From an optimization exercise on the open Yosys and OpenROAD flow, aimed at small area, a short achievable clock period and few clock cycles per item; shortcuts taken in it are not production practice.
Where RTL was checked, it was by simulation tests only, not by an equivalence proof against the original.
Power and IR drop assume default switching activity.

==> inputs of run a <==
Design complex_multiplier, start of the top module:
module complex_multiplier #(
    parameter INT_WIDTH = 8,
    parameter FRAC_WIDTH = 8
) (
    input wire clk,
    input wire rst,
    input wire signed [INT_WIDTH+FRAC_WIDTH-1:0] a_real,
    input wire signed [INT_WIDTH+FRAC_WIDTH-1:0] a_imag,
    input wire signed [INT_WIDTH+FRAC_WIDTH-1:0] b_real,
    input wire signed [INT_WIDTH+FRAC_WIDTH-1:0] b_imag,
    output wire signed [INT_WIDTH+FRAC_WIDTH-1:0] out_real,
    output wire signed [INT_WIDTH+FRAC_WIDTH-1:0] out_imag,
    input wire start,
    output reg done
);
  wire onen1, twon1;
  cm_enc0 u1 (.y2(b_real[1]), .y1(b_real[0]), .onen(onen1), .twon(twon1));
  wire onen2, twon2;
  cm_enc u2 (.y2(b_real[3]), .y1(b_real[2]), .y0(b_real[1]), .onen(onen2), .twon(twon2));
  wire onen3, twon3;
  cm_enc u3 (.y2(b_real[5]), .y1(b_real[4]), .y0(b_real[3]), .onen(onen3), .twon(twon3));
  wire onen4, twon4;
  cm_enc u4 (.y2(b_real[7]), .y1(b_real[6]), .y0(b_real[5]), .onen(onen4), .twon(twon4));
  wire onen5, twon5;
  cm_enc u5 (.y2(b_real[9]), .y1(b_real[8]), .y0(b_real[7]), .onen(onen5), .twon(twon5));
  wire onen6, twon6;
  cm_enc u6 (.y2(b_real[11]), .y1(b_real[10]), .y0(b_real[9]), .onen(onen6), .twon(twon6));
  wire onen7, twon7;
  cm_enc u7 (.y2(b_real[13]), .y1(b_real[12]), .y0(b_real[11]), .onen(onen7), .twon(twon7));
  wire onen8, twon8;
  cm_enc u8 (.y2(b_real[15]), .y1(b_real[14]), .y0(b_real[13]), .onen(onen8), .twon(twon8));
  wire onen9, twon9;
  cm_enc0 u9 (.y2(b_imag[1]), .y1(b_imag[0]), .onen(onen9), .twon(twon9));
  wire onen10, twon10;
  cm_enc u10 (.y2(b_imag[3]), .y1(b_imag[2]), .y0(b_imag[1]), .onen(onen10), .twon(twon10));
  wire onen11, twon11;
  ...
==> flow/config.mk <==
export PLATFORM = sky130hd
export DESIGN_NAME = complex_multiplier
export DESIGN_NICKNAME = complex_multiplier
export VERILOG_FILES = /design/flow/design.v
export SDC_FILE = /design/flow/constraint.sdc
export NUM_CORES = 4
export LEC_CHECK = 0
export CAP_MARGIN = 20
export CORE_MARGIN = 2
export CORE_UTILIZATION = 40
export CTS_BUF_LIST = sky130_fd_sc_hd__clkbuf_4 sky130_fd_sc_hd__clkbuf_8
export CTS_CLUSTER_SIZE = 30
export SETUP_SLACK_MARGIN = 4.8
export SLEW_MARGIN = 20
export SYNTH_HIERARCHICAL = 1
export SYNTH_MINIMUM_KEEP_SIZE = 0
==> flow/constraint.sdc <==
create_clock -name core_clock -period 10.0 [get_ports {clk}]
set_input_delay 2.0000 -clock core_clock [delete_from_list [all_inputs] [get_ports {clk}]]
set_output_delay 2.0000 -clock core_clock [all_outputs]
set_load 0.01 [all_outputs]
standard.sh (not shown) runs the stock make flow with config.mk's settings and CLKGATE_MAP_FILE= SYNTH_SCRIPT=/design/flow/synth_recipe.tcl, a recipe that flattens the netlist after the stock synthesis.
==> flow/flow/run.sh <==
#!/bin/bash
# The standard layout (the standard.sh, standard synthesis unchanged), with two
# placement/resizer settings changed: the input and output ports get a plain buffer
# (buf_4) instead of the resizer's default pick, and the resizer may swap a cell for one
# of another footprint when it repairs timing.
set -euo pipefail
bash standard.sh BUFFER_PORTS_ARGS="-buffer_cell sky130_fd_sc_hd__buf_4" MATCH_CELL_FOOTPRINT=0 finish > layout.log 2>&1
==> run b (differences from run a) <==
--- a/flow/design.v
+++ b/flow/design.v
@@ -1117,36 +1117,36 @@
   wire p560, g560;
   cm_ha u560 (.a(c552), .b(s553), .s(p560), .co(g560));
   wire p561, g561;
   cm_ha u561 (.a(c553), .b(s554), .s(p561), .co(g561));
   wire p562, g562;
   cm_ha u562 (.a(c554), .b(s555), .s(p562), .co(g562));
   wire g563;
   cm_g u563 (.g1(g562), .p1(p562), .g0(g561), .g(g563));
-  wire p564;
-  cm_and2 u564 (.a(p562), .b(p561), .y(p564));
-  wire g565;
-  cm_g u565 (.g1(g560), .p1(p560), .g0(g559), .g(g565));
-  wire p566;
-  cm_and2 u566 (.a(p560), .b(p559), .y(p566));
+  wire g564;
+  cm_g u564 (.g1(g560), .p1(p560), .g0(g559), .g(g564));
+  wire p565;
+  cm_and2 u565 (.a(p562), .b(p561), .y(p565));
+  wire g566;
+  cm_g u566 (.g1(g563), .p1(p565), .g0(g564), .g(g566));
   wire g567;
-  cm_g u567 (.g1(g563), .p1(p564), .g0(g565), .g(g567));
-  wire p568;
-  cm_and2 u568 (.a(p564), .b(p566), .y(p568));
-  wire g569;
-  cm_g u569 (.g1(g558), .p1(p558), .g0(g557), .g(g569));
-  wire p570;
-  cm_and2 u570 (.a(p558), .b(p557), .y(p570));
-  wire g571;
-  cm_and2 u571 (.a(pp35), .b(g556), .y(g571));
-  wire g572;
-  cm_g u572 (.g1(g569), .p1(p570), .g0(g571), .g(g572));
+  cm_g u567 (.g1(g558), .p1(p558), .g0(g557), .g(g567));
+  wire g568;
+  cm_and2 u568 (.a(pp35), .b(g556), .y(g568));
+  wire p569;
+  cm_and2 u569 (.a(p558), .b(p557), .y(p569));
+  wire g570;
+  cm_g u570 (.g1(g567), .p1(p569), .g0(g568), .g(g570));
+  wire p571;
+  cm_and2 u571 (.a(p560), .b(p559), .y(p571));
+  wire p572;
+  cm_and2 u572 (.a(p565), .b(p571), .y(p572));
   wire g573;
-  cm_g u573 (.g1(g567), .p1(p568), .g0(g572), .g(g573));
+  cm_g u573 (.g1(g566), .p1(p572), .g0(g570), .g(g573));
   wire inv574 = ~ng384;
   wire inv575 = ~pp302;
   wire s576;
   cm_xn2 u576 (.a(ng419), .b(pp303), .s(s576));
   wire c577;
   cm_or2 u577 (.a(ng419), .b(pp303), .y(c577));
   wire s578, c578;
   cm_ha u578 (.a(pp336), .b(pp369), .s(s578), .co(c578));
@@ -1193,36 +1193,36 @@
   wire p601, g601;
   cm_ha u601 (.a(c592), .b(s593), .s(p601), .co(g601));
   wire p602, g602;
   cm_ha u602 (.a(c593), .b(s594), .s(p602), .co(g602));
   wire p603, g603;
   cm_ha u603 (.a(c594), .b(s595), .s(p603), .co(g603));
   wire g604;
   cm_g u604 (.g1(g603), .p1(p603), .g0(g602), .g(g604));
-  wire p605;
-  cm_and2 u605 (.a(p603), .b(p602), .y(p605));
-  wire g606;
-  cm_g u606 (.g1(g601), .p1(p601), .g0(g600), .g(g606));
-  wire p607;
-  cm_and2 u607 (.a(p601), .b(p600), .y(p607));
+  wire g605;
+  cm_g u605 (.g1(g601), .p1(p601), .g0(g600), .g(g605));
+  wire p606;
+  cm_and2 u606 (.a(p603), .b(p602), .y(p606));
+  wire g607;
+  cm_g u607 (.g1(g604), .p1(p606), .g0(g605), .g(g607));
   wire g608;
-  cm_g u608 (.g1(g604), .p1(p605), .g0(g606), .g(g608));
-  wire p609;
-  cm_and2 u609 (.a(p605), .b(p607), .y(p609));
-  wire g610;
-  cm_g u610 (.g1(g599), .p1(p599), .g0(g598), .g(g610));
-  wire p611;
-  cm_and2 u611 (.a(p599), .b(p598), .y(p611));
-  wire g612;
-  cm_g u612 (.g1(g597), .p1(p597), .g0(g596), .g(g612));
-  wire g613;
-  cm_g u613 (.g1(g610), .p1(p611), .g0(g612), .g(g613));
+  cm_g u608 (.g1(g599), .p1(p599), .g0(g598), .g(g608));
+  wire g609;
+  cm_g u609 (.g1(g597), .p1(p597), .g0(g596), .g(g609));
+  wire p610;
+  cm_and2 u610 (.a(p599), .b(p598), .y(p610));
+  wire g611;
+  cm_g u611 (.g1(g608), .p1(p610), .g0(g609), .g(g611));
+  wire p612;
+  cm_and2 u612 (.a(p601), .b(p600), .y(p612));
+  wire p613;
+  cm_and2 u613 (.a(p606), .b(p612), .y(p613));
   wire g614;
-  cm_g u614 (.g1(g608), .p1(p609), .g0(g613), .g(g614));
+  cm_g u614 (.g1(g607), .p1(p613), .g0(g611), .g(g614));
   wire s615, c615;
   cm_fa u615 (.a(ng189), .b(ng453), .c(pp107), .s(s615), .co(c615));
   wire s616, c616;
   cm_fa u616 (.a(pp140), .b(pp173), .c(pp305), .s(s616), .co(c616));
   wire s617, c617;
   cm_fa u617 (.a(pp338), .b(pp371), .c(pp404), .s(s617), .co(c617));
   wire s618, c618;
   cm_fa u618 (.a(pp42), .b(pp437), .c(pp74), .s(s618), .co(c618));
@@ -2654,36 +2654,36 @@
   wire p1340, g1340;
   cm_ha u1340 (.a(c1332), .b(s1333), .s(p1340), .co(g1340));
   wire p1341, g1341;
   cm_ha u1341 (.a(c1333), .b(s1334), .s(p1341), .co(g1341));
   wire p1342, g1342;
   cm_ha u1342 (.a(c1334), .b(s1335), .s(p1342), .co(g1342));
   wire g1343;
   cm_g u1343 (.g1(g1342), .p1(p1342), .g0(g1341), .g(g1343));
-  wire p1344;
-  cm_and2 u1344 (.a(p1342), .b(p1341), .y(p1344));
-  wire g1345;
-  cm_g u1345 (.g1(g1340), .p1(p1340), .g0(g1339), .g(g1345));
-  wire p1346;
-  cm_and2 u1346 (.a(p1340), .b(p1339), .y(p1346));
+  wire g1344;
+  cm_g u1344 (.g1(g1340), .p1(p1340), .g0(g1339), .g(g1344));
+  wire p1345;
+  cm_and2 u1345 (.a(p1342), .b(p1341), .y(p1345));
+  wire g1346;
+  cm_g u1346 (.g1(g1343), .p1(p1345), .g0(g1344), .g(g1346));
   wire g1347;
-  cm_g u1347 (.g1(g1343), .p1(p1344), .g0(g1345), .g(g1347));
-  wire p1348;
-  cm_and2 u1348 (.a(p1344), .b(p1346), .y(p1348));
-  wire g1349;
-  cm_g u1349 (.g1(g1338), .p1(p1338), .g0(g1337), .g(g1349));
-  wire p1350;
-  cm_and2 u1350 (.a(p1338), .b(p1337), .y(p1350));
-  wire g1351;
-  cm_and2 u1351 (.a(pp816), .b(g1336), .y(g1351));
-  wire g1352;
-  cm_g u1352 (.g1(g1349), .p1(p1350), .g0(g1351), .g(g1352));
+  cm_g u1347 (.g1(g1338), .p1(p1338), .g0(g1337), .g(g1347));
+  wire g1348;
+  cm_and2 u1348 (.a(pp816), .b(g1336), .y(g1348));
+  wire p1349;
+  cm_and2 u1349 (.a(p1338), .b(p1337), .y(p1349));
+  wire g1350;
+  cm_g u1350 (.g1(g1347), .p1(p1349), .g0(g1348), .g(g1350));
+  wire p1351;
+  cm_and2 u1351 (.a(p1340), .b(p1339), .y(p1351));
+  wire p1352;
+  cm_and2 u1352 (.a(p1345), .b(p1351), .y(p1352));
   wire g1353;
-  cm_g u1353 (.g1(g1347), .p1(p1348), .g0(g1352), .g(g1353));
+  cm_g u1353 (.g1(g1346), .p1(p1352), .g0(g1350), .g(g1353));
   wire s1354, c1354;
   cm_ha u1354 (.a(ng1199), .b(pp1084), .s(s1354), .co(c1354));
   wire s1355, c1355;
   cm_ha u1355 (.a(pp1085), .b(pp1117), .s(s1355), .co(c1355));
   wire s1356, c1356;
   cm_ha u1356 (.a(ng1164), .b(pp1082), .s(s1356), .co(c1356));
   wire s1357, c1357;
   cm_ha u1357 (.a(pp1083), .b(pp1115), .s(s1357), .co(c1357));
@@ -2714,36 +2714,36 @@
   wire p1370, g1370;
   cm_ha u1370 (.a(c1362), .b(s1363), .s(p1370), .co(g1370));
   wire p1371, g1371;
   cm_ha u1371 (.a(c1363), .b(s1364), .s(p1371), .co(g1371));
   wire p1372, g1372;
   cm_ha u1372 (.a(c1364), .b(s1365), .s(p1372), .co(g1372));
   wire g1373;
   cm_g u1373 (.g1(g1372), .p1(p1372), .g0(g1371), .g(g1373));
-  wire p1374;
-  cm_and2 u1374 (.a(p1372), .b(p1371), .y(p1374));
-  wire g1375;
-  cm_g u1375 (.g1(g1370), .p1(p1370), .g0(g1369), .g(g1375));
-  wire p1376;
-  cm_and2 u1376 (.a(p1370), .b(p1369), .y(p1376));
+  wire g1374;
+  cm_g u1374 (.g1(g1370), .p1(p1370), .g0(g1369), .g(g1374));
+  wire p1375;
+  cm_and2 u1375 (.a(p1372), .b(p1371), .y(p1375));
+  wire g1376;
+  cm_g u1376 (.g1(g1373), .p1(p1375), .g0(g1374), .g(g1376));
   wire g1377;
-  cm_g u1377 (.g1(g1373), .p1(p1374), .g0(g1375), .g(g1377));
-  wire p1378;
-  cm_and2 u1378 (.a(p1374), .b(p1376), .y(p1378));
-  wire g1379;
-  cm_g u1379 (.g1(g1368), .p1(p1368), .g0(g1367), .g(g1379));
-  wire p1380;
-  cm_and2 u1380 (.a(p1368), .b(p1367), .y(p1380));
-  wire g1381;
-  cm_and2 u1381 (.a(pp1079), .b(g1366), .y(g1381));
-  wire g1382;
-  cm_g u1382 (.g1(g1379), .p1(p1380), .g0(g1381), .g(g1382));
+  cm_g u1377 (.g1(g1368), .p1(p1368), .g0(g1367), .g(g1377));
+  wire g1378;
+  cm_and2 u1378 (.a(pp1079), .b(g1366), .y(g1378));
+  wire p1379;
+  cm_and2 u1379 (.a(p1368), .b(p1367), .y(p1379));
+  wire g1380;
+  cm_g u1380 (.g1(g1377), .p1(p1379), .g0(g1378), .g(g1380));
+  wire p1381;
+  cm_and2 u1381 (.a(p1370), .b(p1369), .y(p1381));
+  wire p1382;
+  cm_and2 u1382 (.a(p1375), .b(p1381), .y(p1382));
   wire g1383;
-  cm_g u1383 (.g1(g1377), .p1(p1378), .g0(g1382), .g(g1383));
+  cm_g u1383 (.g1(g1376), .p1(p1382), .g0(g1380), .g(g1383));
   wire s1384, c1384;
   cm_ha u1384 (.a(ng1233), .b(ng970), .s(s1384), .co(c1384));
   wire s1385, c1385;
   cm_fa u1385 (.a(pp1086), .b(pp1118), .c(pp1151), .s(s1385), .co(c1385));
   wire s1386, c1386;
   cm_fa u1386 (.a(pp1184), .b(pp1217), .c(pp823), .s(s1386), .co(c1386));
   wire s1387, c1387;
   cm_fa u1387 (.a(pp855), .b(pp888), .c(pp921), .s(s1387), .co(c1387));
- CTS_BUF_LIST: sky130_fd_sc_hd__clkbuf_4 sky130_fd_sc_hd__clkbuf_8 -> sky130_fd_sc_hd__clkbuf_8
- CTS_CLUSTER_DIAMETER: not set -> 100
- CTS_CLUSTER_SIZE: 30 -> 50
==> run c (differences from run a) <==
- CTS_BUF_LIST: sky130_fd_sc_hd__clkbuf_4 sky130_fd_sc_hd__clkbuf_8 -> not set
- CTS_CLUSTER_SIZE: 30 -> not set
==> qor summary <==
quantity                                                        run c       run b       run a
Static leakage                                                9.43 nW     9.35 nW     9.28 nW
Final period util                                               51.5%       51.7%       51.6%
Routed met3 length                                            5660 um     5120 um     5450 um
Wirelength, routed                                          70,100 um   68,500 um   69,200 um
Clock power frac                                                 5.6%        4.6%        4.4%
Final instance area                                        23,400 um2  23,200 um2  23,100 um2
Master cell of the clock root buffer                        clkbuf_16    clkbuf_8    clkbuf_8
Wire length the detailed router placed on met1              26,300 um   25,600 um   26,300 um
Wire length of the first global-routing pass               107,000 um  105,000 um  107,000 um
Post-synthesis to final-layout area growth                      15.1%       14.3%       13.6%
Layout clock area frac                                          1.47%       1.14%       1.07%
Final cell count without fillers                                2,648       2,648       2,642
Overall power consumption                                     7.26 mW     7.30 mW     7.28 mW
Number of multi-input combinational cells                       1,685       1,684       1,684
Combinational cell fraction of total power                      83.8%       84.8%       85.0%
Max-Slew Margin vs Limit                                        27.2%       29.1%       27.4%
Net switching share of the total power                          45.9%       45.8%       46.1%
Data arrival at the endpoint of the critical path             5.41 ns     5.48 ns     5.48 ns
Final core utilization                                          46.7%       46.3%       46.1%
Final weighted congestion in routability-driven placement       0.932       0.924       0.932
Total of plain and repair buffers excluding clock buffers         152         154         147
Measured slew at the worst slew-check pin                     1.09 ns     1.06 ns     1.08 ns
DR vias/cell                                                     6.35        6.31        6.31
Share of the final layout cell area in multi-input gates        79.7%       80.3%       80.8%
Area of combinational cells with multiple inputs           18,700 um2  18,700 um2  18,700 um2
Timing startpoint of the critical path                      b_real[3]   b_real[7]   b_real[9]
Outcome                              no timing/DRC/antenna violations  no timing/DRC/antenna violations  no timing/DRC/antenna violations
Testbench counts of run b, summed over its fixed seeds: cycles 4,000, items 4,000.
Function not checked in run a and run c: the RTL went through the layout flow alone.

## what the ideal ports hide
The flow's constraints put no driver on any port. The routed layouts listed below were extracted and timed again, unchanged, in two steps.
Step 1 assumes that a clkbuf_16 drives the clock port and a buf_2 every other input.
Step 2 also shifts input and output timing later by t, the mid clock arrival at the registers, as if the neighbouring blocks saw the same clock.
Three values: ideal, step 1, step 2; two values: the first two.
run | t (ns) | setup WS [ns] | worst setup path after step 2
run a | 0.490 | 4.844 / 4.808 / 4.317 | input to register
run b | 0.478 | 4.829 / 4.772 / 4.294 | input to register
run c | 0.435 | 4.849 / 4.746 / 4.311 | input to register
After both steps every run listed still meets setup and hold. For run c, which loses most, drivers alone change the setup slack by -0.103 ns; drivers and shift together by -0.538 ns.
